This design comes from an exercise in tuning for small area and a short achievable clock period on the open sky130 flow, not from production work.
RTL that was checked went through simulation tests only; none was proved equivalent to the original.
Only the layout flow was run in runs 1 to 4 and 7; the RTL was not checked for function there.
No activity file was given, so power comes from the tool's default toggle rates.

`flow/design.v`:
```
module PulseSignal #(
    parameter int DELAY = 1,
    parameter bit RZ    = 1   
)
(
    input  logic clk,
    input  logic ena,
    input  logic rst_n,
    output logic dout
);
    localparam int CNTWIDTH = $clog2(DELAY + 2);
    logic [CNTWIDTH-1:0] count;
    always_ff @(posedge clk) begin
        if (!rst_n) begin
            count <= '0;
            dout  <= 1'b0;
        end
        else if (ena) begin
            if (count <= DELAY)
                count <= count + 1'b1;
            if (count == DELAY)
                dout <= 1'b1;          
            else if (RZ && (count > DELAY))
                dout <= 1'b0;          
        end
    end
endmodule
module CIC_Decimation #(
    parameter int WIDTH_IN  = 16,
    parameter int NUM_STAGE = 5,
    parameter int MAX_RATE  = 16,
    parameter int WIDTH_OUT = WIDTH_IN + NUM_STAGE * $clog2(MAX_RATE)
)
(
    input  clk, ena, rst_n,
    input  logic signed [WIDTH_IN-1:0]  din_odd, din_even,
    input  [7:0] rate,
    output logic signed [WIDTH_OUT-1:0] dout,
    output vld, rdy
);
    localparam int BW = WIDTH_OUT;              
    localparam int NST = NUM_STAGE;             
    localparam int SW = 6;                      
    localparam int NS = (BW + SW - 1) / SW;     
    localparam logic [NST-1:0] CPIPE = 5'b11010;
    localparam int NCG = $countones(CPIPE);     
    localparam int NV = NST + NS + 1;
    logic [NV-1:0] tok;
    logic clr_q;
    always_ff @(posedge clk) clr_q <= !rst_n;
    always_ff @(posedge clk) begin
        if (!rst_n) tok <= '0;
        else        tok <= {tok[NV-2:0], ena};
    end
    logic [WIDTH_IN-1:0] xe_d [NS];    
    logic [WIDTH_IN-1:0] xo_d [NS];
    always_ff @(posedge clk) begin
        xe_d[0] <= din_even;
        xo_d[0] <= din_odd;
        for (int k = 1; k < NS; k++) begin
            xe_d[k] <= xe_d[k-1];
            xo_d[k] <= xo_d[k-1];
        end
    end
    logic [BW-1:0] xe_s, xo_s;
    always_comb begin
        for (int b = 0; b < BW; b++) begin
            xe_s[b] = xe_d[b / SW][(b < WIDTH_IN) ? b : WIDTH_IN-1];
            xo_s[b] = xo_d[b / SW][(b < WIDTH_IN) ? b : WIDTH_IN-1];
        end
    end
    logic [BW-1:0] acc [NST];    
    logic [BW-1:0] evn [NST];    
    logic [BW-1:0] i_a [NST], i_b [NST], i_e [NST], i_o [NST];
    logic [NS-1:0] ce_q [NST], co_q [NST];    
    logic [NS:0]   ce_c [NST], co_c [NST];    
    logic [NS-1:0] sel_e;
    logic [BW-1:0] dn;           
    genvar i, j, b;
    generate
        for (i = 0; i < NST; i++) begin : g_int
            if (i == 0) begin : g_in
                assign i_a[i] = xe_s;
                assign i_b[i] = xo_s;
            end else begin : g_mid
                assign i_a[i] = evn[i-1];
                assign i_b[i] = acc[i-1];
            end
            for (j = 0; j < NS; j++) begin : g_sl
                localparam int LO = j * SW;
                localparam int HI = ((j + 1) * SW < BW ? (j + 1) * SW : BW) - 1;
                logic [HI-LO+1:0] ce, co;
                assign ce[0] = (j == 0) ? 1'b0 : ce_q[i][j-1];
                assign co[0] = (j == 0) ? 1'b0 : co_q[i][j-1];
                for (b = LO; b <= HI; b++) begin : g_b
                    if (b == 0) begin : g_h
                        assign i_e[i][b]    = acc[i][b] ^ i_a[i][b];
                        assign ce[b-LO+1]   = acc[i][b] & i_a[i][b];
                        assign i_o[i][b]    = i_e[i][b] ^ i_b[i][b];
                        assign co[b-LO+1]   = i_e[i][b] & i_b[i][b];
                    end else begin : g_f
                        cic_fa u_fe (.a(acc[i][b]), .b(i_a[i][b]), .c(ce[b-LO]), .s(i_e[i][b]), .co(ce[b-LO+1]));
                        cic_fa u_fo (.a(i_e[i][b]), .b(i_b[i][b]), .c(co[b-LO]), .s(i_o[i][b]), .co(co[b-LO+1]));
                    end
                end
                if (j < NS - 1) begin : g_cq
                    always_ff @(posedge clk) begin
                        ce_q[i][j] <= ce[HI-LO+1];
                        co_q[i][j] <= co[HI-LO+1];
                    end
                end
                always_ff @(posedge clk) begin
                    if (clr_q)
                        acc[i][HI:LO] <= '0;
                    else if (tok[i+j])
                        acc[i][HI:LO] <= i_o[i][HI:LO];
                end
                if (i < NST - 1) begin : g_ev
                    always_ff @(posedge clk) evn[i][HI:LO] <= i_e[i][HI:LO];
                end else begin : g_dn
                    always_ff @(posedge clk)
                        dn[HI:LO] <= sel_e[j] ? i_e[i][HI:LO] : i_o[i][HI:LO];
                end
            end
        end
    endgenerate
    logic [4:0] rate_q;
    always_ff @(posedge clk) rate_q <= rate[4:0];
    logic       ctl_tok;
    assign ctl_tok = tok[NST-1];
    logic [2:0] pcnt;            
    logic [2:0] dcnt;            
    logic [4:0] cd;              
    logic [5:0] cd2;
    logic       take_e, take_o, take;
    assign cd2    = {1'b0, cd} + 6'd2;
    assign take_e = ctl_tok && (pcnt == 3'd6) && (cd == 5'd0);
    assign take_o = ctl_tok && (pcnt == 3'd6) && (cd != 5'd0) && (cd2 > {1'b0, rate_q});
    assign take   = take_e | take_o;
    always_ff @(posedge clk) begin
        if (!rst_n) begin
            pcnt <= '0;
            dcnt <= '0;
            cd   <= '0;
        end else if (ctl_tok) begin
            if (pcnt != 3'd6) pcnt <= pcnt + 3'd1;
            if (take && dcnt != 3'd6) dcnt <= dcnt + 3'd1;
            if (pcnt == 3'd6)
                cd <= (cd2 >= {1'b0, rate_q}) ? 5'(cd2 - {1'b0, rate_q}) : cd2[4:0];
        end
    end
    logic [NS-1:0] sel_q;
    always_ff @(posedge clk) sel_q <= {sel_q[NS-2:0], take_e};
    assign sel_e = {sel_q[NS-2:0], take_e};
    localparam int ND = NS + NCG - 1;
    logic [ND-1:0] dtok, otok;
    always_ff @(posedge clk) begin
        if (!rst_n) begin
            dtok <= '0;
            otok <= '0;
        end else begin
            dtok <= {dtok[ND-2:0], take};
            otok <= {otok[ND-2:0], take && (dcnt == 3'd6)};
        end
    end
    logic [BW-1:0] c_x [NST], c_y [NST], c_d [NST];
    logic [BW-1:0] c_p [NST];           
    logic [NS-1:0] cc_q [NST];
    generate
        for (i = 0; i < NST; i++) begin : g_comb
            if (i == 0) begin : g_in
                assign c_x[i] = dn;
            end else if (CPIPE[i-1]) begin : g_reg
                assign c_x[i] = c_p[i-1];
            end else begin : g_wire
                assign c_x[i] = c_y[i-1];
            end
            localparam int CG = $countones(CPIPE & ((5'd1 << i) - 5'd1));
            for (j = 0; j < NS; j++) begin : g_sl
                localparam int LO = j * SW;
                localparam int HI = ((j + 1) * SW < BW ? (j + 1) * SW : BW) - 1;
                logic [HI-LO+1:0] cc;
                assign cc[0] = (j == 0) ? 1'b1 : cc_q[i][j-1];
                for (b = LO; b <= HI; b++) begin : g_b
                    if (b == 0) begin : g_h
                        assign c_y[i][b]  = c_x[i][b] ^ c_d[i][b];
                        assign cc[b-LO+1] = c_x[i][b] | ~c_d[i][b];
                    end else begin : g_f
                        cic_fa u_fc (.a(c_x[i][b]), .b(~c_d[i][b]), .c(cc[b-LO]), .s(c_y[i][b]), .co(cc[b-LO+1]));
                    end
                end
                if (j < NS - 1) begin : g_cq
                    always_ff @(posedge clk) cc_q[i][j] <= cc[HI-LO+1];
                end
                always_ff @(posedge clk)
                    if (dtok[j + CG]) c_d[i][HI:LO] <= c_x[i][HI:LO];
                if (CPIPE[i] && i < NST - 1) begin : g_p
                    always_ff @(posedge clk) c_p[i][HI:LO] <= c_y[i][HI:LO];
                end
            end
        end
    endgenerate
    logic [BW-1:0] dq;
    generate
        for (j = 0; j < NS; j++) begin : g_dsk
            localparam int LO = j * SW;
            localparam int HI = ((j + 1) * SW < BW ? (j + 1) * SW : BW) - 1;
            localparam int DL = NS - 1 - j;
            if (DL == 0) begin : g_0
                assign dq[HI:LO] = c_y[NST-1][HI:LO];
            end else begin : g_n
                logic [HI-LO:0] sh [DL];
                always_ff @(posedge clk) begin
                    sh[0] <= c_y[NST-1][HI:LO];
                    for (int k = 1; k < DL; k++) sh[k] <= sh[k-1];
                end
                assign dq[HI:LO] = sh[DL-1];
            end
        end
    endgenerate
    logic vld_q, rdy_q;
    logic [BW-1:0] dout_q;
    always_ff @(posedge clk) begin
        dout_q <= dq;
        if (!rst_n) begin
            vld_q <= 1'b0;
            rdy_q <= 1'b0;
        end else begin
            vld_q <= otok[ND-1];
            rdy_q <= rdy_q | otok[ND-1];
        end
    end
    assign dout = dout_q;
    assign vld  = vld_q;
    assign rdy  = rdy_q;
endmodule
module cic_fa (
    input  logic a, b, c,
    output logic s, co
);
    assign s  = a ^ b ^ c;
    assign co = (a & b) | (a & c) | (b & c);
endmodule
```
`flow/flow/run.sh`:
```
#!/bin/bash
# The standard layout (standard.sh), with the input and output port
# buffers made of sky130_fd_sc_hd__buf_2 instead of the cell buffer_ports
# picks by default. make's output goes to standard.log; ORFS keeps each
# tool's own log under orfs/logs/.
set -euo pipefail
export BUFFER_PORTS_ARGS="-buffer_cell sky130_fd_sc_hd__buf_2"
bash standard.sh > standard.log 2>&1
```
`flow/standard.sh`:
```
#!/bin/bash
# synth_recipe.tcl (not shown) runs the flow's synth.tcl, then flattens the netlist and writes it again
# the make line also repeats each setting of config.mk as NAME=value (left out here)
make -C /OpenROAD-flow-scripts/flow DESIGN_CONFIG=/design/flow/config.mk WORK_HOME=/design/flow/orfs CLKGATE_MAP_FILE= SYNTH_SCRIPT=/design/flow/synth_recipe.tcl "${@:-finish}"
```
`flow/config.mk`:
```
export PLATFORM = sky130hd
export DESIGN_NAME = CIC_Decimation
export DESIGN_NICKNAME = CIC_Decimation
export VERILOG_FILES = /design/flow/design.v
export SDC_FILE = /design/flow/constraint.sdc
export NUM_CORES = 4
export LEC_CHECK = 0
export CAP_MARGIN = 20
export CORE_MARGIN = 2
export CORE_UTILIZATION = 70
export CTS_CLUSTER_DIAMETER = 60
export CTS_CLUSTER_SIZE = 30
export SLEW_MARGIN = 20
export SYNTH_HIERARCHICAL = 1
export SYNTH_MINIMUM_KEEP_SIZE = 0
```
`flow/constraint.sdc`:
```
create_clock -name core_clock -period 14.0 [get_ports {clk}]
set_input_delay 2.8000 -clock core_clock [delete_from_list [all_inputs] [get_ports {clk}]]
set_output_delay 2.8000 -clock core_clock [all_outputs]
set_load 0.01 [all_outputs]
```
==> results of run 1 <==
[cells in the final DEF, fill, tap and decap left out, drive strengths merged, types with 2 or more instances in the layout]
master	netlist	routed
a211oi	2	2
a21boi	3	3
a21o	2	2
a21oi	5	5
a311oi	2	2
and2	26	26
and3	2	2
and4	2	2
buf	8	86
clkbuf	46	52
clkinv	1	14
clkinvlp	0	5
dfxtp	749	749
edfxtp	180	180
fa	526	526
ha	25	25
inv	197	213
mux2	36	36
mux2i	184	184
nand2	7	7
nand3	8	8
nor2	184	184
nor2b	3	3
nor3	2	2
o21ai	4	4
xnor2	3	3
xor2	3	3
[how the worst max path moves through the flow]
stage | from | to | slack, ns
finish | xe_d[4][15] | acc[0][29] | 9.99
global route | xe_d[4][15] | acc[0][29] | 9.76
CTS | xe_d[4][15] | acc[0][29] | 9.93
detailed placement | rst_n | cd[0] | 9.41
global placement | rst_n | dcnt[1] | 9.43
floorplan | xe_d[3][15] | acc[0][23] | 10.28
[modules after synthesis (local to each module, per instance)]
module | area, sq um | flops+latches | cells inside
cic_fa | 20.0 | 0 | 1
CIC_Decimation | 25200 | 929 | 1698
[cells by family (layout without fill, tap and decap cells)]
kind of cell / after synthesis / in the layout / synth area share, %
muxes: 220 / 220 / 6.29
xor gates and xnor gates: 6 / 6 / 0.147
adders and majority gates: 551 / 551 / 30.3
DFF: 929 / 929 / 57.1
AOI/OAI and AO/OA: 24 / 24 / 0.459
and+or+nand+nor: 241 / 241 / 2.96
buffers and inverters: 252 / 371 / 2.71
[power breakdown]
part           total (mW)  internal (mW)  switching, mW  leakage (nW)
registers            3.59           3.33          0.256          7.84
clock network        1.61          0.710          0.903         0.805
logic                1.21          0.595          0.612          7.15
total                6.41           4.64           1.77          15.8
[metrics by stage]
stage	area (sq um)	hold slack (ns)
6_report	38500	0.326
3_3_place_gp	36800	0.309
3_5_place_dp	36800	0.312
4_1_cts	38500	0.327
5_1_grt	38500	0.335
2_1_floorplan	35700	0.310
[registers in the layout (all words and copies together), names as in the netlist, 33 cells and up]
| signal | flops |
|---|---|
| acc | 180 |
| c_d | 180 |
| evn | 144 |
| g_dsk.g_n.sh | 90 |
| c_p | 72 |
| dn | 36 |
| dout_q | 36 |
| xe_d | 33 |
| xo_d | 33 |
[layer usage]
metal	track usage [%]	wire length, microns	vias up	share of wire [%]
met5	0	0	-	0
met4	4.66	858	0	1.9
met3	2.68	1280	66	2.8
met2	30.3	21500	139	48
met1	27.7	21400	7521	48
li1	-	-	7202	-
[layout make-up]
class / count / area (sq um)
Clock buffer: 52 / 1250
Clock inverter: 35 / 424
Fill cell: 3013 / 11800
Inverter: 198 / 743
Multi-Input combinational cell: 1042 / 14400
Sequential cell: 929 / 20400
Tap cell: 672 / 841
Timing Repair Buffer: 86 / 453
==> notes.md, run 1 <==
- Status: no timing/DRC/antenna violations
- Power, Total: 6.41 mW
- Clk root buf: clkbuf_16
- Hold Path Origin: g_dsk[0].g_n.sh[0][3]
- Reg2reg start: xe_d[4][15]
- Largest net degree at the start of global routing: 94
- Startpoint Class: flip-flop
- Hold crit path type: flip-flop to flip-flop
- R2R Path End: acc[0][29]
- Drt first pass iters: 4
- Asr flop ratio synth: 0%
- Mapped Area: approximately 36000 sq um
- Max-cap check violation count: 0
- Slowest cell delay on critical path: a little under 0.6 ns
- Max_slew headroom: 31.3%
- Peak supply drop: ~0.00012 V
- Kind of cell adding the most delay to the critical path: adder cells
- Final Setup Violations: 0
- Die Y: roughly 230 microns
- Reg2Reg Depth: 9
- Setup bufs post-CTS: 0
- Post-layout util: 76.5%
- DR iter-0 viols: about 640
- Num CTS Buffers: 47
- WHS Path Cells: 0
- Final GP Congestion: 0.758
- Initial cell density of the core: 71.1%
- Worst Tran Pin Value: just over 1 ns
- Die ar.: 52900 sq um
- Top cells by area, synth: dfxtp_1, fa_1, edfxtp_1
- Gr ovfl total: 0
- Clk_skew: around 0.027 ns
- Post-synth EDFFs: 180
- Layout cells sized above 1: under 10%
- Cts hold-fix bufs: 0
- Vias in the first global route: approximately 17000
- Buf/Inv on CP: 0
- Pwr Density: 167 nW/um^2
- Total track usage: 18.8%
- H-tree depth: 2
- NumNets Final: just under 3000
- Routed wire length: roughly 45000 microns
- Mapped Avg Cell Area: between 15 and 20 sq um
- Final setup margin: roughly 10 ns
- Top FF cell, synth: dfxtp_1
- Post-synthesis sequential area ratio: between 50 and 60%
- Clk Latency, worst-skew pair: between 0.6 and 0.7 ns
- Number of I/O pins: 81
- Initial antenna violation count: 0
- Cell count after placement: 2927
- FF-to-FF setup slack: about 10 ns
- IO buf count: between 70 and 80
- ANT cells: 0
- Syn_nets: 2817
- Commonest cells post-synth: dfxtp_1, fa_1, inv_1
- Critical path depth: 9
- Worst-path fanout max: 7
- Clock sinks: just over 900
- Vias per inst: 4.95
- DR WL/cell: ~15 microns
- Leakage: ~16 nW
- Critical-path cell list: fa_1 -> fa_1 -> fa_1 -> fa_1 -> fa_1 -> fa_1 -> fa_1 -> mux2i_1 -> nor2_1
- Detailed Place HPWL: roughly 33000 microns
- Post-route DRC: 0
- Core Footprint: 50300 sq um
- Max-slew violation count: 0
- Count leader, synth: dfxtp_1
- # rows: 82
- Share of the clock period used by the worst path after layout: between 20% and 30%
- Setup TNS: 0 ns
- Via count: approximately 15000
- Worst hold path endpoint: g_dsk[0].g_n.sh[1][3]
- Flip-flop and latch count after synthesis: between 900 and 1000
- Post_cts resized: 0
- CP Capture Type: flip-flop
- Synth top area share: a little over two fifths
- Synthesis-to-finish area growth: 7.69%
- Max Root-Sink Buffers: 3
- CP max-delay cell: dfxtp_1
- Worst path most repeated cell: fa_1
- Reg clk slew, reported paths: approximately 0.10 ns
- Gate Count Post-Synth: between 2000 and 2500
- Top cell type by total area after synthesis: dfxtp_1
- Die width: about 230 microns
- Hold Vio Cnt, Final: 0
- Peak Freq: between 0.2 and 0.25 GHz
- Global-route wire length before repair: 81300 microns
- Data required, critical path: 14.45 ns
- Crit path DAT: between 4 and 5 ns
- DRT antenna net count: 0
- Min cycle time layout: 4.01 ns
- Total of warnings raised by yosys: 47
- CTS tree: yes
- Final std cells w/o fill: about 3000
- Unique masters post-synth: 47
- RSZ-0062 raised after global routing: false
- Setup WS pre-CTS: 9.41 ns
- Critical path type: flip-flop to flip-flop
==> run 2: changes to the inputs <==
--- a/flow/design.v
+++ b/flow/design.v
@@ -47,9 +47,13 @@
     localparam int NV = NST + NS + 1;
     logic [NV-1:0] tok;
-    logic clr_q;
-    always_ff @(posedge clk) clr_q <= !rst_n;
-    always_ff @(posedge clk) begin
-        if (!rst_n) tok <= '0;
-        else        tok <= {tok[NV-2:0], ena};
+    logic rst_q, clr_q;
+    always_ff @(posedge clk) begin
+        rst_q <= rst_n;
+        clr_q <= !rst_n;
+    end
+    always_ff @(posedge clk) begin
+        tok[0] <= ena & rst_n;
+        if (!rst_q) tok[NV-1:1] <= '0;
+        else        tok[NV-1:1] <= tok[NV-2:0];
     end
     logic [WIDTH_IN-1:0] xe_d [NS];    
@@ -139,5 +143,5 @@
     assign take   = take_e | take_o;
     always_ff @(posedge clk) begin
-        if (!rst_n) begin
+        if (!rst_q) begin
             pcnt <= '0;
             dcnt <= '0;
@@ -156,5 +160,5 @@
     logic [ND-1:0] dtok, otok;
     always_ff @(posedge clk) begin
-        if (!rst_n) begin
+        if (!rst_q) begin
             dtok <= '0;
             otok <= '0;
@@ -227,6 +231,6 @@
             rdy_q <= 1'b0;
         end else begin
-            vld_q <= otok[ND-1];
-            rdy_q <= rdy_q | otok[ND-1];
+            vld_q <= otok[ND-1] & rst_q;
+            rdy_q <= rdy_q | (otok[ND-1] & rst_q);
         end
     end
==> run 2 against run 1 <==
Register-to-register slack improved by 0.02 ns. Via count increased by 0.35%. Hold slack got worse by 0.0011 ns. Clock skew decreased by 0.0063 ns. Sequential share of layout area decreased by 0.19 points. Synthesized cell count about the same. Power increased by 1.9%. Non-clock buffer count increased by 2. Sequential power about the same. Combinational power about the same. Flip-flop and latch count increased by 1. Critical path type unchanged. Largest power group unchanged.
==> notes.md, run 2 <==
- Die width: 230 microns
- Max-cap check violation count: 0
- Total of warnings raised by yosys: 47
- WHS: 0.325 ns
- Final Setup Violations: 0
- Number of I/O pins: 81
- Largest net degree at the start of global routing: between 100 and 150
- Post-synthesis sequential area ratio: 57.1%
- Synthesis-to-finish area growth: 8.10%
- Post-synth EDFFs: 180
- NumNets Final: around 2900
- DR iter-0 viols: 580
- Flip-flop and latch count after synthesis: 930
- Count leader, synth: dfxtp_1
- Data required, critical path: 14.46 ns
- Mapped Avg Cell Area: approximately 16 sq um
- Clk root buf: clkbuf_16
- Buf/Inv on CP: 0
- Peak Freq: between 0.2 and 0.3 GHz
- Status: no timing/DRC/antenna violations
- Share of the clock period used by the worst path after layout: between 20 and 30%
- Die ar.: between 50000 and 60000 sq um
- Crit path DAT: approximately 4.5 ns
- Global-route wire length before repair: just over 80000 microns
- Slowest cell delay on critical path: 0.59 ns
- RSZ-0062 raised after global routing: false
- Drt first pass iters: 4
- # rows: slightly above 80
- Mux contribution to synthesized area: ~6.3%
- Detailed Place HPWL: around 33000 microns
- Critical path type: flip-flop to flip-flop
- Via count: between 10000 and 15000
- Routed wire length: about 45000 microns
- Commonest cells post-synth: dfxtp_1, fa_1, inv_1
- Peak supply drop: between 0.0001 and 0.00015 V
- Layout cells sized above 1: 9.37%
- Kind of cell adding the most delay to the critical path: adder cells
- Post-synthesis xor/xnor area fraction: less than 1%
- Clk Latency, worst-skew pair: between 0.6 and 0.7 ns
- Min cycle time layout: around 4 ns
- Reg clk slew, reported paths: about 0.1 ns
- Most frequent cells in the layout: dfxtp_1, fa_1, inv_1, mux2i_1, nor2_1
- Max Root-Sink Buffers: 3
- Unique masters post-synth: 46
- Adder-Cell Fraction of Synth Area: between 30% and 40%
- Vias in the first global route: around 17000
- CP Capture Type: flip-flop
- Most common cell after layout, fill and taps aside: dfxtp_1
- Hold Vio Cnt, Final: 0
- Max-slew violation count: 0
- Max_slew headroom: 25.9%
- Total track usage: a little under a fifth
- Core Footprint: 50300 sq um
- H-tree depth: 2
- Vias per inst: between 4 and 5
- CTS tree: yes
- Largest family of logic cells by synthesized area: adder cells
- ANT cells: 0
- Initial cell density of the core: between 70% and 80%
- Hold crit path type: flip-flop to flip-flop
- Biggest regs: acc: 180 flops, c_d: 180 flops, evn: 144 flops
- FF-to-FF setup slack: about 10 ns
- Synth Area in Simple Gates: 2.94%
- DRT antenna net count: 0
- IO buf count: 77
- Top FF cell, synth: dfxtp_1
- Post-synthesis compound-gate area fraction: 0.472%
- Pwr Density: around 170 nW/um^2
- Cts hold-fix bufs: 0
- Synth top area share: roughly two fifths
- Post_cts resized: 0
- Die Y: ~230 microns
- Clk_skew: ~0.021 ns
- Post-route DRC: 0
- Worst path most repeated cell: fa_1
- Initial antenna violation count: 0
- Final std cells w/o fill: just over 3000
- Setup bufs post-CTS: 0
- Fillers: between 2000 and 3000
- Gr ovfl total: 0
- Startpoint Class: flip-flop
- Worst-path fanout max: 7
- Clock sinks: 930
- Worst Tran Pin Value: 1.11 ns
- Cell count after placement: ~3000
- Final GP Congestion: 0.750
- Asr flop ratio synth: 0%
- Mapped Area: approximately 36000 sq um
- Critical-path cell list: fa_1 -> fa_1 -> fa_1 -> fa_1 -> fa_1 -> fa_1 -> fa_1 -> mux2i_1 -> nor2_1
- Leakage: between 15 and 20 nW
- Setup TNS: 0 ns
- CP max-delay cell: dfxtp_1
- DR WL/cell: around 15 microns
- Top cells by area, synth: dfxtp_1, fa_1, edfxtp_1
- Top cell type by total area after synthesis: dfxtp_1
- Gate Count Post-Synth: ~2200
- Syn_nets: between 2000 and 3000
- Num CTS Buffers: between 40 and 50
## run 2: worst paths after layout
check / startpoint / endpoint / depth (start not counted)
min: g_dsk[0].g_n.sh[0][3] / g_dsk[0].g_n.sh[1][3] / 0
max reg2reg: xe_d[3][15] / acc[0][23] / 9
min reg2reg: g_dsk[0].g_n.sh[0][3] / g_dsk[0].g_n.sh[1][3] / 0
max: xe_d[3][15] / acc[0][23] / 9
## run 2: modules after synthesis, one instance, submodules excluded
module	copies in the design	cell area [sq um]	cells
CIC_Decimation	1	25200	1700
cic_fa	525	20.0	1
## run 2: stage by stage
stage,util (%),power (mW),cell area (sq um),worst slack (ns)
floorplan,-,4.55,35800,10.28
global placement,73.3,4.81,36800,10.13
detailed placement,73.3,4.94,36800,10.01
CTS,76.8,6.64,38600,9.99
global route,76.9,6.98,38700,9.83
finish,76.9,6.53,38700,10.01
## run 2: routing by layer
| layer | vias up | GRT usage, % | wire (microns) |
|---|---|---|---|
| li1 | 7201 | - | - |
| met3 | 58 | 2.95 | 1300 |
| met5 | - | 0 | 0 |
| met4 | 0 | 3.81 | 750 |
| met2 | 130 | 30.4 | 21800 |
| met1 | 7591 | 27.4 | 21100 |
## run 2: area by class of cell
type / instances / area, sq um / area share [%]
clock buffer: 56 / 1300 / 3.37
multi-input combinational: 1042 / 14400 / 37.2
tap: 672 / 841 / 2.18
clock inverter: 32 / 489 / 1.27
inverter: 199 / 747 / 1.93
sequential: 930 / 20400 / 52.8
timing repair buffer: 88 / 480 / 1.24
## run 2: cell families after synthesis
family,count (synthesis)
multiplexers,220
adder cells (fa/ha/maj),551
flip-flops,930
buffers and inverters,253
AND/OR/NAND/NOR,240
AO/OA/AOI/OAI,25
XOR/XNOR,6
## run 2: where the power goes
part	leakage, nW	internal, mW	switching, mW
Combinational	7.18	0.605	0.620
Sequential	7.85	3.35	0.257
Clock	0.866	0.813	0.892
Total	15.9	4.76	1.77
==> run 3: changes to the inputs <==
--- a/flow/design.v
+++ b/flow/design.v
@@ -41,7 +41,7 @@
     localparam int BW = WIDTH_OUT;              
     localparam int NST = NUM_STAGE;             
-    localparam int SW = 6;                      
-    localparam int NS = (BW + SW - 1) / SW;     
-    localparam logic [NST-1:0] CPIPE = 5'b11010;
+    localparam int NS = 7;                      
+    localparam logic [8*(NS+1)-1:0] SB = {8'd36, 8'd31, 8'd26, 8'd21, 8'd16, 8'd11, 8'd6, 8'd0};
+    localparam logic [NST-1:0] CPIPE = 5'b10100;
     localparam int NCG = $countones(CPIPE);     
     localparam int NV = NST + NS + 1;
@@ -68,10 +68,13 @@
     end
     logic [BW-1:0] xe_s, xo_s;
-    always_comb begin
-        for (int b = 0; b < BW; b++) begin
-            xe_s[b] = xe_d[b / SW][(b < WIDTH_IN) ? b : WIDTH_IN-1];
-            xo_s[b] = xo_d[b / SW][(b < WIDTH_IN) ? b : WIDTH_IN-1];
-        end
-    end
+    genvar i, j, b;
+    generate
+        for (j = 0; j < NS; j++) begin : g_isk
+            for (b = SB[8*j +: 8]; b < SB[8*(j+1) +: 8]; b++) begin : g_b
+                assign xe_s[b] = xe_d[j][(b < WIDTH_IN) ? b : WIDTH_IN-1];
+                assign xo_s[b] = xo_d[j][(b < WIDTH_IN) ? b : WIDTH_IN-1];
+            end
+        end
+    endgenerate
     logic [BW-1:0] acc [NST];    
     logic [BW-1:0] evn [NST];    
@@ -81,5 +84,4 @@
     logic [NS-1:0] sel_e;
     logic [BW-1:0] dn;           
-    genvar i, j, b;
     generate
         for (i = 0; i < NST; i++) begin : g_int
@@ -92,6 +94,6 @@
             end
             for (j = 0; j < NS; j++) begin : g_sl
-                localparam int LO = j * SW;
-                localparam int HI = ((j + 1) * SW < BW ? (j + 1) * SW : BW) - 1;
+                localparam int LO = SB[8*j +: 8];
+                localparam int HI = SB[8*(j+1) +: 8] - 1;
                 logic [HI-LO+1:0] ce, co;
                 assign ce[0] = (j == 0) ? 1'b0 : ce_q[i][j-1];
@@ -182,6 +184,6 @@
             localparam int CG = $countones(CPIPE & ((5'd1 << i) - 5'd1));
             for (j = 0; j < NS; j++) begin : g_sl
-                localparam int LO = j * SW;
-                localparam int HI = ((j + 1) * SW < BW ? (j + 1) * SW : BW) - 1;
+                localparam int LO = SB[8*j +: 8];
+                localparam int HI = SB[8*(j+1) +: 8] - 1;
                 logic [HI-LO+1:0] cc;
                 assign cc[0] = (j == 0) ? 1'b1 : cc_q[i][j-1];
@@ -208,6 +210,6 @@
     generate
         for (j = 0; j < NS; j++) begin : g_dsk
-            localparam int LO = j * SW;
-            localparam int HI = ((j + 1) * SW < BW ? (j + 1) * SW : BW) - 1;
+            localparam int LO = SB[8*j +: 8];
+            localparam int HI = SB[8*(j+1) +: 8] - 1;
             localparam int DL = NS - 1 - j;
             if (DL == 0) begin : g_0
==> run 3 against run 2 <==
Still clean. Design area is essentially flat. Clock power is essentially flat. Clock-buffer cell count shrank 1. Global-route usage grew 0.57 points. Hold slack gained 0.0037 ns. First-iteration DRC count grew 20%. Setup slack gained 0.12 ns. Critical path type is now flip-flop to primary output. Critical endpoint is now dout[0].
==> notes.md, run 3 <==
- Post-layout util: approximately 77%
- CP Capture Type: primary output
- Vias per inst: between 4 and 5
- Crit path DAT: 1.07 ns
- Unique masters post-synth: between 40 and 50
- Most common cell after layout, fill and taps aside: dfxtp_1
- Max-slew violation count: 0
- Leakage: 15.9 nW
- Clk root buf: clkbuf_16
- Die ar.: 53000 sq um
- Core Footprint: 50400 sq um
- Max_slew headroom: 34.5%
- Die Y: between 200 and 250 microns
- Initial cell density of the core: a little under three quarters
- Final GP Congestion: roughly 0.76
- Worst-path fanout max: 1
- ANT cells: 0
- Top FF cell, synth: dfxtp_1
- M1 GR Usage: about 29%
- Slowest cell delay on critical path: around 0.34 ns
- Min cycle time layout: 3.87 ns
- Drt first pass iters: 6
- Hold Vio Cnt, Final: 0
- Most frequent cells in the layout: dfxtp_1, fa_1, inv_1, mux2i_1, nor2_1
- Mapped Area: between 30000 and 40000 sq um
- Share of the clock period used by the worst path after layout: around 28%
- Top cell type by total area after synthesis: dfxtp_1
- Largest net degree at the start of global routing: around 80
- Max-cap check violation count: 0
- Setup bufs post-CTS: 0
- Peak supply drop: ~0.00015 V
- Final setup margin: roughly 10 ns
- Synthesis-to-finish area growth: 7.90%
- Pwr Density: between 150 and 200 nW/um^2
- DRT antenna net count: 0
- Post_cts resized: 0
- Startpoint Class: flip-flop
- Routed wire length: 45800 microns
- Most used routing layer in global routing: met2
- Gr ovfl total: 0
- Clock sinks: roughly 940
- CTS tree: yes
- Clk_skew: 0.0266 ns
- Post-synthesis sequential area ratio: a little under three fifths
- Mapped Avg Cell Area: between 15 and 20 sq um
- Worst Tran Pin Value: approximately 0.98 ns
- Hold crit path type: flip-flop to flip-flop
- GR Util met2: 30.9%
- Synth top area share: 42.2%
- Commonest cells post-synth: dfxtp_1, fa_1, inv_1
- Power, Total: approximately 6.6 mW
- Top cells by area, synth: dfxtp_1, fa_1, edfxtp_1
- Status: no timing/DRC/antenna violations
- Biggest regs: acc: 180 flops, c_d: 180 flops, evn: 144 flops
- Clk Latency, worst-skew pair: 0.61 ns
- Fillers: 2951
- Post-synth EDFFs: 180
- Setup TNS: 0 ns
- Setup WS pre-CTS: between 10 and 15 ns
- Via count: between 15000 and 20000
- Max Root-Sink Buffers: 3
- Vias in the first global route: 16900
- # rows: 82
- DR iter-0 viols: ~700
- Count leader, synth: dfxtp_1
- Final Setup Violations: 0
- Total of warnings raised by yosys: 49
- Buf/Inv on CP: 1
- Number of I/O pins: just over 80
- Initial antenna violation count: 0
- NumNets Final: between 2000 and 3000
- Peak Freq: 0.258 GHz
- RSZ-0062 raised after global routing: false
- Post-route DRC: 0
- Critical-path cell list: buf_2
- Kind of cell adding the most delay to the critical path: flip-flops
- Syn_nets: between 2000 and 3000
- Layout cells sized above 1: about a tenth
- Gate Count Post-Synth: roughly 2200
- IO buf count: slightly below 80
- Flip-flop and latch count after synthesis: about 940
- Num CTS Buffers: 48
- Total track usage: between 10% and 20%
- Global-route wire length before repair: around 83000 microns
- CP max-delay cell: dfxtp_1
- Cts hold-fix bufs: 0
- Critical path type: flip-flop to primary output
- Met3 Use GR: around 2.5%
- Reg clk slew, reported paths: around 0.10 ns
- Asr flop ratio synth: 0%
- Die width: roughly 230 microns
- H-tree depth: 2
- Data required, critical path: approximately 11 ns
- DR WL/cell: ~15 microns
- Detailed Place HPWL: ~34000 microns
==> run 3: cell types whose count changed in the layout (fill, tap and decap cells not counted), moves of 2 or more <==
| cell | delta |
|---|---|
| bufinv_16 | -4 |
| inv_12 | -3 |
| dfxtp_2 | +2 |
| inv_6 | +2 |
| dfxtp_1 | +4 |
| clkinv_4 | +2 |
| clkinv_8 | +2 |
| inv_4 | -2 |
| inv_16 | +2 |
==> run 3: area by class of cell <==
class	instances	area, sq um	area share (%)
Sequential cell	936	20500	53.1
Multi-Input combinational cell	1043	14400	37.1
Clock buffer	55	1310	3.39
Tap cell	672	841	2.17
Inverter	198	743	1.92
Timing Repair Buffer	86	453	1.17
Clock inverter	32	424	1.10
==> run 3: worst paths after layout <==
check,from,endpoint,slack [ns],depth (start not counted)
hold reg to reg,g_dsk[0].g_n.sh[0][3],g_dsk[0].g_n.sh[1][3],0.33,0
setup reg to reg,dn[0],c_p[2][5],10.19,10
setup / recovery,dout_q[0],dout[0],10.13,1
hold / removal,g_dsk[0].g_n.sh[0][3],g_dsk[0].g_n.sh[1][3],0.33,0
==> run 3: cells by family (layout without fill, tap and decap cells) <==
logic type      count (synthesis)  after routing  synth area share (%)
mux                           220            220                  6.27
flops                         936            936                  57.3
xor+xnor                        6              6                 0.147
fa+ha+maj                     551            551                  30.2
buf+inv                       247            371                  2.65
simple gates                  240            240                  2.93
compound gates                 26             26                 0.485
==> run 3: per-module statistics from Yosys, one instance, submodules excluded <==
module / flops+latches / cells inside / area, sq um
cic_fa: 0 / 1 / 20.0
CIC_Decimation: 936 / 1701 / 25300
==> run 3: power breakdown <==
group          total (mW)  internal (mW)  leakage [nW]  switching [mW]
Combinational        1.39          0.676          7.15           0.714
Sequential           3.59           3.36          7.90           0.225
Clock                1.67          0.751         0.843           0.918
Total                6.65           4.79          15.9            1.86
==> run 3: stage by stage <==
stage	std cells	instance area, sq um	hold WS (ns)
6_report	3022	38700	0.329
5_1_grt	3022	38700	0.335
3_5_place_dp	2935	36900	0.312
3_3_place_gp	2935	36900	0.310
2_1_floorplan	2226	35900	0.310
4_1_cts	3022	38700	0.331
==> run 3: per-layer routing <==
| layer | routed length [microns] | up-vias | share of wire, % |
|---|---|---|---|
| met5 | 0 | - | 0 |
| li1 | - | 7229 | - |
| met4 | 855 | 0 | 1.9 |
| met3 | 1170 | 60 | 2.6 |
| met2 | 22000 | 142 | 48 |
| met1 | 21800 | 7674 | 48 |
==> run 3: worst register-to-register path, cell delays in order, from the launching register on <==
cell and delay, ns:
dfxtp_1 0.35, inv_1 0.05, ha_1 0.18, inv_1 0.07
fa_1 0.45, fa_1 0.45, fa_1 0.39, fa_1 0.39
fa_1 0.49, fa_1 0.45, fa_1 0.43
==> run 4: changes to the inputs <==
--- a/flow/design.v
+++ b/flow/design.v
@@ -42,5 +42,5 @@
     localparam int NST = NUM_STAGE;             
     localparam int NS = 7;                      
-    localparam logic [8*(NS+1)-1:0] SB = {8'd36, 8'd31, 8'd26, 8'd21, 8'd16, 8'd11, 8'd6, 8'd0};
+    localparam logic [8*(NS+1)-1:0] SB = {8'd36, 8'd30, 8'd25, 8'd20, 8'd15, 8'd10, 8'd5, 8'd0};
     localparam logic [NST-1:0] CPIPE = 5'b10100;
     localparam int NCG = $countones(CPIPE);     
==> run 4 against run 3 <==
Synthesized cell count is essentially flat. Combinational power shrank 4%. Synthesized area shrank 0.14%. Global-route usage down 0.24 points. Wire length down 0.90%. Clock-buffer cell count fell by 1. Setup slack got worse by 0.21 ns. Power is 2.1% lower. Critical path type is now flip-flop to flip-flop. Highest routed layer unchanged.
==> notes.md, run 4 <==
- DR WL met3: 1160 microns
- Cell count after placement: 2932
- Syn_nets: 2818
- Top cells by area, synth: dfxtp_1, fa_1, edfxtp_1
- Global-route wire length before repair: 82200 microns
- Max-cap check violation count: 0
- Detailed Place HPWL: ~33000 microns
- NumNets Final: ~2900
- Pwr Density: around 170 nW/um^2
- Gr ovfl total: 0
- Peak supply drop: around 0.00013 V
- Flip-flop and latch count after synthesis: about 930
- Mapped Area: 35800 sq um
- Reg2Reg Depth: 9
- Peak Freq: about 0.24 GHz
- Setup TNS: 0 ns
- Post-synthesis sequential area ratio: a little under three fifths
- IO buf count: 77
- CTS tree: yes
- Asr flop ratio synth: 0%
- CP Capture Type: flip-flop
- Number of I/O pins: about 80
- Min cycle time layout: 4.09 ns
- Die Y: about 230 microns
- Initial cell density of the core: 71.1%
- Total of warnings raised by yosys: 49
- Die ar.: 53000 sq um
- R2R Path End: c_p[2][35]
- Hold Vio Cnt, Final: 0
- Met1 Wirelength: between 20000 and 25000 microns
- DR top layer: met4
- Gate Count Post-Synth: between 2000 and 2500
- Synthesis-to-finish area growth: 7.68%
- DRT antenna net count: 0
- Synth top area share: between 40% and 50%
- Biggest regs: acc: 180 flops, c_d: 180 flops, evn: 144 flops
- # rows: 82
- Most common cell after layout, fill and taps aside: dfxtp_1
- Setup crit end: c_p[2][35]
- Top cell type by total area after synthesis: dfxtp_1
- Share of the clock period used by the worst path after layout: approximately 30%
- Max Root-Sink Buffers: 3
- Leakage: 15.8 nW
- Data required, critical path: about 15 ns
- Mapped Avg Cell Area: approximately 16 sq um
- Post_cts resized: 0
- Final std cells w/o fill: 3017
- Top FF cell, synth: dfxtp_1
- FF-to-FF setup slack: around 9.9 ns
- DR WL met2: about 22000 microns
- Clock sinks: ~930
- Fillers: 2912
- Vias per inst: about 5.0
- Vias in the first global route: ~17000
- Hold Path Origin: xe_d[1][14]
- Routed wire length: 45400 microns
- Drt first pass iters: 4
- WHS: around 0.32 ns
- Unique masters post-synth: 45
- DR WL/cell: about 15 microns
- H-tree depth: 2
- Crit path DAT: between 4 and 5 ns
- Max_slew headroom: 26.1%
- Power, Total: about 6.5 mW
- Initial antenna violation count: 0
- Startpoint Class: flip-flop
- Critical path type: flip-flop to flip-flop
- Area of the multi-input gates: 14400 sq um
- Post-layout util: between 70% and 80%
- Via count: between 15000 and 20000
- Worst Tran Pin Value: ~1.1 ns
- CP startpoint: c_d[0][30]
- Cts hold-fix bufs: 0
- Num CTS Buffers: 47
- Most frequent cells in the layout: dfxtp_1, fa_1, inv_1, mux2i_1, nor2_1
- Core Footprint: 50400 sq um
- Hold crit path type: flip-flop to flip-flop
- Worst-path fanout max: 2
- Total track usage: a little under a fifth
- Clk root buf: clkbuf_16
- Final GP Congestion: between 0.7 and 0.8
- Reg clk slew, reported paths: roughly 0.10 ns
- ANT cells: 0
- Post-synth EDFFs: 180
- Storage cell area: 20500 sq um
- RSZ-0062 raised after global routing: false
- Count leader, synth: dfxtp_1
- Max-slew violation count: 0
- Final Setup Violations: 0
- Setup bufs post-CTS: 0
- Clk Latency, worst-skew pair: around 0.62 ns
- Largest net degree at the start of global routing: 95
- Clk_skew: ~0.034 ns
- Post-route DRC: 0
- Reg2reg start: c_d[0][30]
- Layout cells sized above 1: 9.08%
- Commonest cells post-synth: dfxtp_1, fa_1, inv_1
- Status: no timing/DRC/antenna violations
- DR iter-0 viols: around 650
- Die width: approximately 230 microns
## run 4: cell types whose count changed in the layout (fill, tap and decap cells not counted), sizes merged
| cell | delta |
|---|---|
| clkbuf | -1 |
| dfxtp | -2 |
| clkinvlp | +1 |
| inv | -2 |
| buf | -1 |
## run 4: per-layer routing
layer	vias up	track usage [%]
li1	7195	-
met5	-	0
met3	73	2.60
met2	140	30.1
met4	0	5.12
met1	7647	28.3
## run 4: report_power, final
group | total (mW) | leakage (nW) | switching, mW | internal [mW]
Sequential | 3.55 | 7.88 | 0.217 | 3.33
Clock | 1.62 | 0.797 | 0.905 | 0.716
Combinational | 1.34 | 7.15 | 0.690 | 0.647
Total | 6.51 | 15.8 | 1.81 | 4.70
## run 4: worst max-delay path, stage by stage, from the launching register on
cell and delay (ns):
edfxtp_1 0.39, inv_1 0.09, fa_1 0.46, fa_1 0.45, fa_1 0.50, fa_1 0.47
fa_1 0.40, fa_1 0.39, fa_1 0.40, fa_1 0.44
## run 4: logic make-up (layout without fill, tap and decap cells)
kind of cell / Yosys count / after routing / share of synthesized area (%)
flops: 934 / 934 / 57.2
fa+ha+maj: 551 / 551 / 30.3
buf+inv: 247 / 368 / 2.63
simple gates: 240 / 240 / 2.94
mux: 220 / 220 / 6.28
compound gates: 26 / 26 / 0.482
xor+xnor: 6 / 6 / 0.147
## run 4: worst min-delay path by stage
| stage | slack, ns | to | cells past startpoint |
|---|---|---|---|
| 5_1_grt | 0.33 | g_dsk[3].g_n.sh[2][1] | 0 |
| 3_5_place_dp | 0.31 | g_dsk[0].g_n.sh[1][1] | 0 |
| 2_1_floorplan | 0.31 | dout_q[0] | 0 |
| 6_report | 0.32 | xe_d[2][14] | 0 |
| 4_1_cts | 0.33 | xe_d[2][14] | 0 |
| 3_3_place_gp | 0.31 | xo_d[1][11] | 0 |
## run 4: through the flow
step / setup slack, ns / instance area, sq um
5_1_grt: 9.77 / 38600
3_3_place_gp: 10.01 / 36900
6_report: 9.91 / 38600
4_1_cts: 9.88 / 38600
3_5_place_dp: 9.93 / 36900
2_1_floorplan: 10.10 / 35800
## run 4: final cells by class
type	count	area share, %
clock buffer	54	3.25
clock inverter	31	1.03
inverter	198	1.93
multi-input combinational	1043	37.3
sequential	934	53.2
tap	672	2.18
timing repair buffer	85	1.16
## run 4: Yosys stat by module, one instance, submodules excluded
| module | times used | flip-flops and latches | cells inside |
|---|---|---|---|
| CIC_Decimation | 1 | 934 | 1699 |
| cic_fa | 525 | 0 | 1 |
==> run 5: changes to the inputs <==
--- a/flow/design.v
+++ b/flow/design.v
@@ -42,7 +42,7 @@
     localparam int NST = NUM_STAGE;             
     localparam int NS = 7;                      
-    localparam logic [8*(NS+1)-1:0] SB = {8'd36, 8'd30, 8'd25, 8'd20, 8'd15, 8'd10, 8'd5, 8'd0};
+    localparam logic [8*(NS+1)-1:0] SB = {8'd36, 8'd31, 8'd26, 8'd21, 8'd16, 8'd11, 8'd6, 8'd0};
     localparam logic [NST-1:0] CPIPE = 5'b10100;
-    localparam int NCG = $countones(CPIPE);     
+    localparam int NCG = CPIPE[0] + CPIPE[1] + CPIPE[2] + CPIPE[3] + CPIPE[4];   
     localparam int NV = NST + NS + 1;
     logic [NV-1:0] tok;
@@ -182,5 +182,5 @@
                 assign c_x[i] = c_y[i-1];
             end
-            localparam int CG = $countones(CPIPE & ((5'd1 << i) - 5'd1));
+            localparam int CG = (i > 0 ? CPIPE[0] : 0) + (i > 1 ? CPIPE[1] : 0) + (i > 2 ? CPIPE[2] : 0) + (i > 3 ? CPIPE[3] : 0);
             for (j = 0; j < NS; j++) begin : g_sl
                 localparam int LO = SB[8*j +: 8];
==> run 5 against run 4 <==
Still clean on timing, DRC and antenna. Clock skew down 0.0075 ns. Critical path depth is 8 lower. Design area increased by 0.34%. Core utilization up 0.26 points. Non-clock buffer count grew 1. Die area rose by 0.13%. Final cell count up 0.17%. Power is 2.1% higher. Register-to-register slack better by 0.28 ns. Critical endpoint is now dout[0]. Largest cell class unchanged. Highest routed layer unchanged.
==> notes.md, run 5 <==
- Clock sinks: 936
- Commonest cells post-synth: dfxtp_1, fa_1, inv_1
- Largest net degree at the start of global routing: ~80
- Hold crit path type: flip-flop to flip-flop
- Post-layout util: between 70% and 80%
- Number of I/O pins: 81
- IO buf count: 77
- Vias per inst: 5.00
- Worst-path fanout max: 1
- Startpoint Class: flip-flop
- Max_slew headroom: roughly a third
- Top FF cell, synth: dfxtp_1
- Clk Latency, worst-skew pair: about 0.61 ns
- Die Y: roughly 230 microns
- Critical-path cell list: buf_2
- DR WL/cell: roughly 15 microns
- Cts hold-fix bufs: 0
- Flip-flop and latch count after synthesis: around 940
- Cell count after placement: slightly below 3000
- WHS: about 0.33 ns
- Crit path DAT: ~1.1 ns
- Leakage: ~16 nW
- Vias in the first global route: roughly 17000
- Drt first pass iters: 6
- Reg clk slew, reported paths: approximately 0.10 ns
- Share of the clock period used by the worst path after layout: between 20 and 30%
- Post-synth EDFFs: 180
- Top cells by area, synth: dfxtp_1, fa_1, edfxtp_1
- Unique masters post-synth: 46
- Data required, critical path: between 10 and 15 ns
- Post-synthesis sequential area ratio: between 50% and 60%
- Num CTS Buffers: between 40 and 50
- Buf/Inv on CP: 1
- Max-cap check violation count: 0
- H-tree depth: 2
- Post_cts resized: 0
- Status: no timing/DRC/antenna violations
- # rows: 82
- DRT antenna net count: 0
- Fillers: between 2000 and 3000
- Asr flop ratio synth: 0%
- RSZ-0062 raised after global routing: false
- Clk root buf: clkbuf_16
- Most frequent cells in the layout: dfxtp_1, fa_1, inv_1, mux2i_1, nor2_1
- Peak Freq: 0.258 GHz
- ANT cells: 0
- Mapped Area: between 30000 and 40000 sq um
- Power, Total: around 6.6 mW
- Die ar.: 53000 sq um
- Max Root-Sink Buffers: 3
- CTS tree: yes
- Critical path type: flip-flop to primary output
- Via count: roughly 15000
- Core Footprint: roughly 50000 sq um
- Final std cells w/o fill: ~3000
- Synth top area share: between 40 and 50%
- DR iter-0 viols: ~700
- Layout cells sized above 1: 9.36%
- Setup bufs post-CTS: 0
- Total of warnings raised by yosys: between 40 and 50
- Initial antenna violation count: 0
- Mapped Avg Cell Area: 16.1 sq um
- Syn_nets: around 2800
- CP max-delay cell: dfxtp_1
- Most common cell after layout, fill and taps aside: dfxtp_1
- NumNets Final: slightly below 3000
- Gate Count Post-Synth: about 2200
- Detailed Place HPWL: between 30000 and 40000 microns
- Initial cell density of the core: a little under three quarters
- Total track usage: about a fifth
- Setup TNS: 0 ns
- Slowest cell delay on critical path: about 0.34 ns
- Hold Vio Cnt, Final: 0
- Post-route DRC: 0
- Final GP Congestion: between 0.7 and 0.8
- Biggest regs: acc: 180 flops, c_d: 180 flops, evn: 144 flops
- Min cycle time layout: roughly 3.9 ns
- Clk_skew: approximately 0.027 ns
- Pwr Density: 172 nW/um^2
- Peak supply drop: 0.000153 V
- Final Setup Violations: 0
- Kind of cell adding the most delay to the critical path: flip-flops
- Global-route wire length before repair: ~83000 microns
- Count leader, synth: dfxtp_1
- Worst Tran Pin Value: approximately 0.98 ns
- Top cell type by total area after synthesis: dfxtp_1
- CP Capture Type: primary output
- Max-slew violation count: 0
- Gr ovfl total: 0
- Routed wire length: 45800 microns
- Die width: around 230 microns
- Synthesis-to-finish area growth: 7.90%
==> run 5: cell count changes after synthesis, sizes merged <==
cell    delta
buf        -2
dfxtp      +2
clkbuf     +2
==> run 5: layout make-up <==
type                       instances  area [sq um]  area share [%]
timing repair buffer              86           453            1.17
clock buffer                      55          1310            3.39
inverter                         198           743            1.92
clock inverter                    32           424            1.10
tap                              672           841            2.17
multi-input combinational       1043         14400            37.1
sequential                       936         20500            53.1
==> run 5: metal layers <==
layer / vias up / GRT usage, % / routed length (microns)
li1: 7229 / - / -
met1: 7674 / 28.6 / 21800
met2: 142 / 30.9 / 22000
met3: 60 / 2.46 / 1170
met4: 0 / 4.84 / 855
met5: - / 0 / 0
==> run 5: cells by family (layout without fill, tap and decap cells) <==
group	count (synthesis)	in the layout	share of synthesized area [%]
AND/OR/NAND/NOR	240	240	2.93
adder cells (fa/ha/maj)	551	551	30.2
flip-flops	936	936	57.3
multiplexers	220	220	6.27
XOR/XNOR	6	6	0.147
AO/OA/AOI/OAI	26	26	0.485
buffers and inverters	247	371	2.65
==> run 5: per-module statistics from Yosys (local to each module, per instance) <==
module | area [sq um] | flip-flops and latches | times used
cic_fa | 20.0 | 0 | 525
CIC_Decimation | 25300 | 936 | 1
==> run 5: worst paths after layout <==
path / start / endpoint / slack (ns) / depth (start not counted)
hold / removal: g_dsk[0].g_n.sh[0][3] / g_dsk[0].g_n.sh[1][3] / 0.33 / 0
setup / recovery: dout_q[0] / dout[0] / 10.13 / 1
setup reg to reg: dn[0] / c_p[2][5] / 10.19 / 10
hold reg to reg: g_dsk[0].g_n.sh[0][3] / g_dsk[0].g_n.sh[1][3] / 0.33 / 0
==> run 5: where the power goes <==
group	switching, mW	leakage (nW)	internal (mW)
Sequential	0.225	7.90	3.36
Clock	0.918	0.843	0.751
Combinational	0.714	7.15	0.676
Total	1.86	15.9	4.79
==> run 5: metrics by stage <==
step                      area, sq um  setup WS, ns
final                           38700         10.13
after global routing            38700         10.02
after CTS                       38700         10.07
after detailed placement        36900         10.20
after global placement          36900         10.22
after floorplan                 35900         10.32
==> run 6: changes to the inputs <==
==> flow/flow/run.sh (replaced) <==
#!/bin/bash
# The standard layout (standard.sh), with two changes to how the layout
# is made: the input and output port buffers are sky130_fd_sc_hd__buf_2
# instead of the cell buffer_ports picks by default, and clock tree synthesis
# inserts no dummy loads. make's output goes to standard.log; ORFS keeps each
# tool's own log under orfs/logs/.
set -euo pipefail
export BUFFER_PORTS_ARGS="-buffer_cell sky130_fd_sc_hd__buf_2"
export CTS_ARGS="-sink_clustering_enable -repair_clock_nets -sink_clustering_size 30 -sink_clustering_max_diameter 60 -dont_use_dummy_load"
bash standard.sh > standard.log 2>&1
==> run 6 against run 5 <==
Via count is 1.1% lower. Synthesized area stayed put. Critical path depth did not move. Synthesized cell count did not move. Largest power group unchanged. Clock power decreased by 17%. Largest cell class unchanged. Core utilization fell by 1.1 points.
==> notes.md, run 6 <==
- Biggest regs: acc: 180 flops, c_d: 180 flops, evn: 144 flops
- Vias in the first global route: around 17000
- Peak supply drop: roughly 0.00015 V
- CTS tree: yes
- Reg2Reg Depth: 10
- Hold crit path type: flip-flop to flip-flop
- Max-slew violation count: 0
- Count leader, synth: dfxtp_1
- Pint: ~4.6 mW
- Die ar.: between 50000 and 60000 sq um
- Post-route cell area: between 30000 and 40000 sq um
- Cts hold-fix bufs: 0
- Top FF cell, synth: dfxtp_1
- Gr ovfl total: 0
- Post_cts resized: 0
- Total track usage: 18.9%
- Setup crit end: dout[11]
- Vias per inst: 5.01
- Most frequent cells in the layout: dfxtp_1, fa_1, inv_1, mux2i_1, nor2_1
- Num CTS Buffers: 48
- Clk root buf: clkbuf_16
- Critical-path cell list: buf_2
- Critical path depth: 1
- Clk Latency, worst-skew pair: about 0.61 ns
- CP startpoint: dout_q[11]
- Largest net degree at the start of global routing: between 70 and 80
- Max-cap check violation count: 0
- Die Y: roughly 230 microns
- Adder-Cell Fraction of Synth Area: a little under a third
- Sequential share of power: 56.5%
- Core Footprint: ~50000 sq um
- WHS Path Cells: 0
- Synth top area share: between 40 and 50%
- Min cycle time layout: about 3.9 ns
- Final Setup Violations: 0
- Buf/Inv on CP: 1
- Data required, critical path: about 11 ns
- Max Root-Sink Buffers: 3
- Slowest cell delay on critical path: roughly 0.34 ns
- Number of I/O pins: 81
- CP Capture Type: primary output
- Top cells by area, synth: dfxtp_1, fa_1, edfxtp_1
- Placement Cell Area: ~37000 sq um
- Hold Vio Cnt, Final: 0
- Kind of cell adding the most delay to the critical path: flip-flops
- Largest family of logic cells by synthesized area: adder cells
- Post-route DRC: 0
- Combinational share of power: 21.8%
- Max_slew headroom: 34.5%
- Hold Path Origin: g_dsk[0].g_n.sh[0][3]
- Clock sinks: roughly 940
- ANT cells: 0
- Synth Area in Simple Gates: ~3%
- Reg2reg start: dn[0]
- Setup TNS: 0 ns
- Status: no timing/DRC/antenna violations
- Final GP Congestion: 0.756
- # rows: between 80 and 90
- Routed wire length: about 45000 microns
- Flip-flop and latch count after synthesis: between 900 and 1000
- DR WL/cell: 15.2 microns
- RSZ-0062 raised after global routing: false
- Pwr Density: 166 nW/um^2
- Die width: about 230 microns
- Share of the clock period used by the worst path after layout: around 28%
- Syn_nets: between 2000 and 3000
- Post-synthesis compound-gate area fraction: 0.485%
- Mux contribution to synthesized area: between 6 and 7%
- CP max-delay cell: dfxtp_1
- Total of warnings raised by yosys: 49
- Switching power: 1.70 mW
- Post-synthesis sequential area ratio: 57.3%
- Worst-path fanout max: 1
- Initial antenna violation count: 0
- Critical path type: flip-flop to primary output
- Peak Freq: about 0.26 GHz
- Global-route wire length before repair: slightly above 80000 microns
- Sw Ratio: between 20% and 30%
- Top cell type by total area after synthesis: dfxtp_1
- Setup bufs post-CTS: 0
- Unique masters post-synth: 46
- DR iter-0 viols: slightly above 700
- Detailed Place HPWL: ~34000 microns
- FF-to-FF setup slack: around 10 ns
- H-tree depth: 2
- Synthesis-to-finish area growth: 6.41%
- Clock Power Share: 21.7%
- Mapped Area: ~36000 sq um
- Initial cell density of the core: 71.2%
- Most common cell after layout, fill and taps aside: dfxtp_1
- Via count: between 10000 and 15000
- Startpoint Class: flip-flop
- Layout cells sized above 1: a little under 8%
- IO buf count: between 70 and 80
- Worst Tran Pin Value: ~0.98 ns
- NumNets Final: around 2900
- Drt first pass iters: 4
- Reg clk slew, reported paths: around 0.10 ns
- R2R Path End: c_p[2][5]
- Leakage: 15.6 nW
- Post-synth EDFFs: between 150 and 200
- Mapped Avg Cell Area: about 16 sq um
- Asr flop ratio synth: 0%
- Gate Count Post-Synth: about 2200
- Crit path DAT: 1.08 ns
- Commonest cells post-synth: dfxtp_1, fa_1, inv_1
- DRT antenna net count: 0
- Clk_skew: approximately 0.052 ns
- Post-synthesis xor/xnor area fraction: 0.147%
==> run 6: cell counts after synthesis <==
No cell type changed its count.
==> run 6: logic make-up (layout without fill, tap and decap cells) <==
| group | count (synthesis) | in the layout |
|---|---|---|
| compound gates | 26 | 26 |
| buf+inv | 247 | 332 |
| mux | 220 | 220 |
| fa+ha+maj | 551 | 551 |
| flops | 936 | 936 |
| xor+xnor | 6 | 6 |
| simple gates | 240 | 240 |
==> run 6: how the worst min path moves through the flow <==
stage / to / slack, ns
floorplan: dout_q[0] / 0.31
global placement: xe_d[1][11] / 0.31
detailed placement: dout_q[17] / 0.31
CTS: g_dsk[0].g_n.sh[1][3] / 0.31
global route: xe_d[2][13] / 0.31
finish: g_dsk[0].g_n.sh[1][3] / 0.30
==> run 6: Yosys stat by module, one instance, submodules excluded <==
module	times used	flops+latches	area (sq um)
cic_fa	525	0	20.0
CIC_Decimation	1	936	25300
==> run 6: cell type report <==
cell class | count | area [sq um]
multi-input combinational | 1043 | 14400
clock buffer | 48 | 1200
tap | 672 | 841
sequential | 936 | 20500
inverter | 198 | 743
timing repair buffer | 86 | 453
fill | 2994 | 12200
==> run 6: power by group through the flow <==
stage	sequential, mW	clock [mW]	combinational [mW]
after floorplan	3.63	0	1.02
after global placement	3.63	0	1.28
after detailed placement	3.66	0	1.41
after CTS	3.61	1.42	1.43
after global routing	3.65	1.51	1.65
final	3.59	1.38	1.38
==> run 6: worst reg2reg max path: stages (launching register included) <==
cell and delay (ns):
dfxtp_1 0.35, inv_1 0.05, ha_1 0.18, inv_1 0.07, fa_1 0.45, fa_1 0.45
fa_1 0.39, fa_1 0.39, fa_1 0.49, fa_1 0.45, fa_1 0.43
==> run 6: stage by stage <==
stage                     total power [mW]  hold WS (ns)  cells  setup WS (ns)  utilization (%)
after floorplan                       4.65         0.310   2226          10.32                -
after global placement                4.91         0.310   2935          10.22             73.3
after detailed placement              5.07         0.312   2935          10.20             73.3
after CTS                             6.46         0.307   2983          10.05             75.7
after global routing                  6.81         0.312   2983          10.00             75.7
final                                 6.35         0.301   2983          10.12             75.7
==> run 6: per-layer routing <==
layer  share of wire [%]  up-vias  GRT usage [%]
met2                  47      127           30.2
met1                  48     7570           28.3
li1                    -     7179              -
met3                 2.6       65           2.50
met4                 1.9        0           4.70
met5                   0        -              0
==> run 7: changes to the inputs <==
--- a/flow/design.v
+++ b/flow/design.v
@@ -43,6 +43,7 @@
     localparam int NS = 7;                      
     localparam logic [8*(NS+1)-1:0] SB = {8'd36, 8'd31, 8'd26, 8'd21, 8'd16, 8'd11, 8'd6, 8'd0};
-    localparam logic [NST-1:0] CPIPE = 5'b10100;
-    localparam int NCG = CPIPE[0] + CPIPE[1] + CPIPE[2] + CPIPE[3] + CPIPE[4];   
+    localparam int NCB = NST - 1;
+    localparam logic [NCB-1:0] CPIPE = 4'b1010;
+    localparam int NCG = CPIPE[0] + CPIPE[1] + CPIPE[2] + CPIPE[3];   
     localparam int NV = NST + NS + 1;
     logic [NV-1:0] tok;
@@ -82,5 +83,5 @@
     logic [NS-1:0] ce_q [NST], co_q [NST];    
     logic [NS:0]   ce_c [NST], co_c [NST];    
-    logic [NS-1:0] sel_e;
+    logic [NS-1:0] sel_e, sel_o;
     logic [BW-1:0] dn;           
     generate
@@ -116,9 +117,19 @@
                     end
                 end
-                always_ff @(posedge clk) begin
-                    if (clr_q)
-                        acc[i][HI:LO] <= '0;
-                    else if (tok[i+j])
-                        acc[i][HI:LO] <= i_o[i][HI:LO];
+                if (i < NST - 1) begin : g_acc
+                    always_ff @(posedge clk) begin
+                        if (clr_q)
+                            acc[i][HI:LO] <= '0;
+                        else if (tok[i+j])
+                            acc[i][HI:LO] <= i_o[i][HI:LO];
+                    end
+                end else begin : g_dump
+                    always_ff @(posedge clk) begin
+                        if (clr_q)
+                            acc[i][HI:LO] <= '0;
+                        else if (tok[i+j])
+                            acc[i][HI:LO] <= sel_e[j] ? i_b[i][HI:LO] :
+                                             sel_o[j] ? '0 : i_o[i][HI:LO];
+                    end
                 end
                 if (i < NST - 1) begin : g_ev
@@ -156,7 +167,11 @@
         end
     end
-    logic [NS-1:0] sel_q;
-    always_ff @(posedge clk) sel_q <= {sel_q[NS-2:0], take_e};
+    logic [NS-1:0] sel_q, selo_q;
+    always_ff @(posedge clk) begin
+        sel_q  <= {sel_q[NS-2:0], take_e};
+        selo_q <= {selo_q[NS-2:0], take_o};
+    end
     assign sel_e = {sel_q[NS-2:0], take_e};
+    assign sel_o = {selo_q[NS-2:0], take_o};
     localparam int ND = NS + NCG - 1;
     logic [ND-1:0] dtok, otok;
@@ -170,9 +185,9 @@
         end
     end
-    logic [BW-1:0] c_x [NST], c_y [NST], c_d [NST];
-    logic [BW-1:0] c_p [NST];           
-    logic [NS-1:0] cc_q [NST];
-    generate
-        for (i = 0; i < NST; i++) begin : g_comb
+    logic [BW-1:0] c_x [NCB], c_y [NCB], c_d [NCB];
+    logic [BW-1:0] c_p [NCB];           
+    logic [NS-1:0] cc_q [NCB];
+    generate
+        for (i = 0; i < NCB; i++) begin : g_comb
             if (i == 0) begin : g_in
                 assign c_x[i] = dn;
@@ -182,5 +197,5 @@
                 assign c_x[i] = c_y[i-1];
             end
-            localparam int CG = (i > 0 ? CPIPE[0] : 0) + (i > 1 ? CPIPE[1] : 0) + (i > 2 ? CPIPE[2] : 0) + (i > 3 ? CPIPE[3] : 0);
+            localparam int CG = (i > 0 ? CPIPE[0] : 0) + (i > 1 ? CPIPE[1] : 0) + (i > 2 ? CPIPE[2] : 0);
             for (j = 0; j < NS; j++) begin : g_sl
                 localparam int LO = SB[8*j +: 8];
@@ -201,5 +216,5 @@
                 always_ff @(posedge clk)
                     if (dtok[j + CG]) c_d[i][HI:LO] <= c_x[i][HI:LO];
-                if (CPIPE[i] && i < NST - 1) begin : g_p
+                if (CPIPE[i] && i < NCB - 1) begin : g_p
                     always_ff @(posedge clk) c_p[i][HI:LO] <= c_y[i][HI:LO];
                 end
@@ -214,9 +229,9 @@
             localparam int DL = NS - 1 - j;
             if (DL == 0) begin : g_0
-                assign dq[HI:LO] = c_y[NST-1][HI:LO];
+                assign dq[HI:LO] = c_y[NCB-1][HI:LO];
             end else begin : g_n
                 logic [HI-LO:0] sh [DL];
                 always_ff @(posedge clk) begin
-                    sh[0] <= c_y[NST-1][HI:LO];
+                    sh[0] <= c_y[NCB-1][HI:LO];
                     for (int k = 1; k < DL; k++) sh[k] <= sh[k-1];
                 end
==> run 7 against run 6 <==
Final cell count decreased by 1.7%. Clock-buffer cell count is 2 lower. Critical path type unchanged. Design area fell by 4.7%. Critical endpoint is now rdy. Non-clock buffer count is 2 lower.
==> notes.md, run 7 <==
- Vias per inst: 5.14
- Synthesis-to-finish area growth: 6.24%
- Max Root-Sink Buffers: 3
- Gr ovfl total: 0
- Area of the multi-input gates: around 14000 sq um
- Number of I/O pins: 81
- Initial cell density of the core: between 70% and 80%
- Slowest cell delay on critical path: about 0.34 ns
- Post-synth EDFFs: approximately 140
- Die width: between 200 and 250 microns
- Reg2reg start: acc[4][0]
- Post-route DRC: 0
- CP max-delay cell: dfxtp_1
- Mapped Avg Cell Area: approximately 15 sq um
- Reg2Reg Depth: 9
- Detailed Place HPWL: ~33000 microns
- DRT antenna net count: 0
- Layout cells sized above 1: 6.49%
- Peak Freq: approximately 0.26 GHz
- Gate Count Post-Synth: 2239
- Met1 Wirelength: 21700 microns
- Initial antenna violation count: 0
- Clock sinks: 900
- Hold crit path type: flip-flop to flip-flop
- Asr flop ratio synth: 0%
- Max-slew violation count: 0
- Most common cell after layout, fill and taps aside: dfxtp_1
- Top cells by area, synth: dfxtp_1, fa_1, edfxtp_1
- Count leader, synth: dfxtp_1
- ANT cells: 0
- Setup TNS: 0 ns
- Largest net degree at the start of global routing: 96
- Core Footprint: slightly below 50000 sq um
- Kind of cell adding the most delay to the critical path: flip-flops
- Final Setup Violations: 0
- Synth top area share: 44.2%
- Biggest regs: acc: 180 flops, c_d: 144 flops, evn: 144 flops
- Startpoint Class: flip-flop
- Reg clk slew, reported paths: roughly 0.10 ns
- Top FF cell, synth: dfxtp_1
- Top cell type by total area after synthesis: dfxtp_1
- Die ar.: between 50000 and 60000 sq um
- DR top layer: met4
- DR iter-0 viols: 748
- Total of warnings raised by yosys: 49
- Worst Tran Pin Value: between 1 and 1.5 ns
- H-tree depth: 2
- Num CTS Buffers: between 40 and 50
- Leakage: around 15 nW
- Buf/Inv on CP: 1
- Hold Path Origin: g_dsk[4].g_n.sh[0][2]
- CTS tree: yes
- Clk root buf: clkbuf_16
- Clk_skew: about 0.055 ns
- Post-synthesis sequential area ratio: between 50 and 60%
- Most frequent cells in the layout: dfxtp_1, fa_1, nor2_1, inv_1, mux2i_1
- Via count: 15100
- Cts hold-fix bufs: 0
- Storage cell area: approximately 19000 sq um
- Largest register by flop count: acc
- DR WL met2: 21100 microns
- Critical path type: flip-flop to primary output
- Max_slew headroom: around 30%
- Status: no timing/DRC/antenna violations
- Routed wire length: roughly 45000 microns
- Crit path DAT: 1.07 ns
- Max-cap check violation count: 0
- Min cycle time layout: 3.87 ns
- Clk Latency, worst-skew pair: approximately 0.59 ns
- Flip-flop and latch count after synthesis: 900
- Setup bufs post-CTS: 0
-- run 7: per-layer routing --
metal  vias to the layer above  global-route usage, %
met1                      7575                   30.1
met3                        61                   2.58
met5                         -                      0
li1                       7237                      -
met4                         0                   5.62
met2                       185                   30.3
-- run 7: cell families (layout without fill, tap and decap cells) --
| group | after synthesis | in the layout | synth area share (%) |
|---|---|---|---|
| AO/OA/AOI/OAI | 106 | 106 | 2.11 |
| XOR/XNOR | 5 | 5 | 0.128 |
| adder cells (fa/ha/maj) | 515 | 515 | 29.6 |
| buffers and inverters | 222 | 293 | 2.47 |
| flip-flops | 900 | 900 | 56.8 |
| multiplexers | 160 | 160 | 4.73 |
| AND/OR/NAND/NOR | 331 | 331 | 4.14 |
-- run 7: how the worst max path moves through the flow --
stage	slack, ns	endpoint	startpoint	cells past startpoint
3_3_place_gp	10.52	dn[5]	acc[4][0]	8
5_1_grt	10.06	dout[5]	dout_q[5]	1
4_1_cts	10.08	dout[5]	dout_q[5]	1
6_report	10.13	rdy	rdy_q	1
2_1_floorplan	10.65	dn[5]	acc[4][0]	8
3_5_place_dp	10.45	dn[5]	acc[4][0]	8
-- run 7: Yosys stat by module (local to each module, per instance) --
module	area [sq um]	flip-flops and latches
CIC_Decimation	24400	900
cic_fa	20.0	0
-- run 7: layout make-up --
class	instances	share of cell area, %
Timing Repair Buffer	84	1.20
Sequential cell	900	53.5
Multi-Input combinational cell	1117	38.3
Inverter	163	1.68
Clock buffer	46	3.16
Tap cell	622	2.14
-- run 7: report_power, final --
group | total [mW] | switching, mW | internal, mW | leakage (nW)
combinational | 1.07 | 0.553 | 0.519 | 6.83
sequential | 3.40 | 0.218 | 3.18 | 7.57
clock | 1.32 | 0.736 | 0.585 | 0.567
-- run 7: through the flow --
stage | setup WS, ns | utilization (%) | area, sq um | total power [mW] | hold slack [ns]
floorplan | 10.65 | - | 34200 | 4.22 | 0.310
global placement | 10.52 | 72.4 | 35200 | 4.45 | 0.310
detailed placement | 10.45 | 72.4 | 35200 | 4.56 | 0.312
CTS | 10.08 | 74.8 | 36400 | 5.89 | 0.295
global route | 10.06 | 74.8 | 36400 | 6.20 | 0.294
finish | 10.13 | 74.8 | 36400 | 5.79 | 0.299

Re-timed with assumed drivers on the ports (clkbuf_16 on the clock, buf_2 on other inputs), run 7 has 10.071 ns of setup slack against 10.132 ns with ideal ports, and 10.457 ns once port delays also move by the mid clock arrival of 0.635 ns.
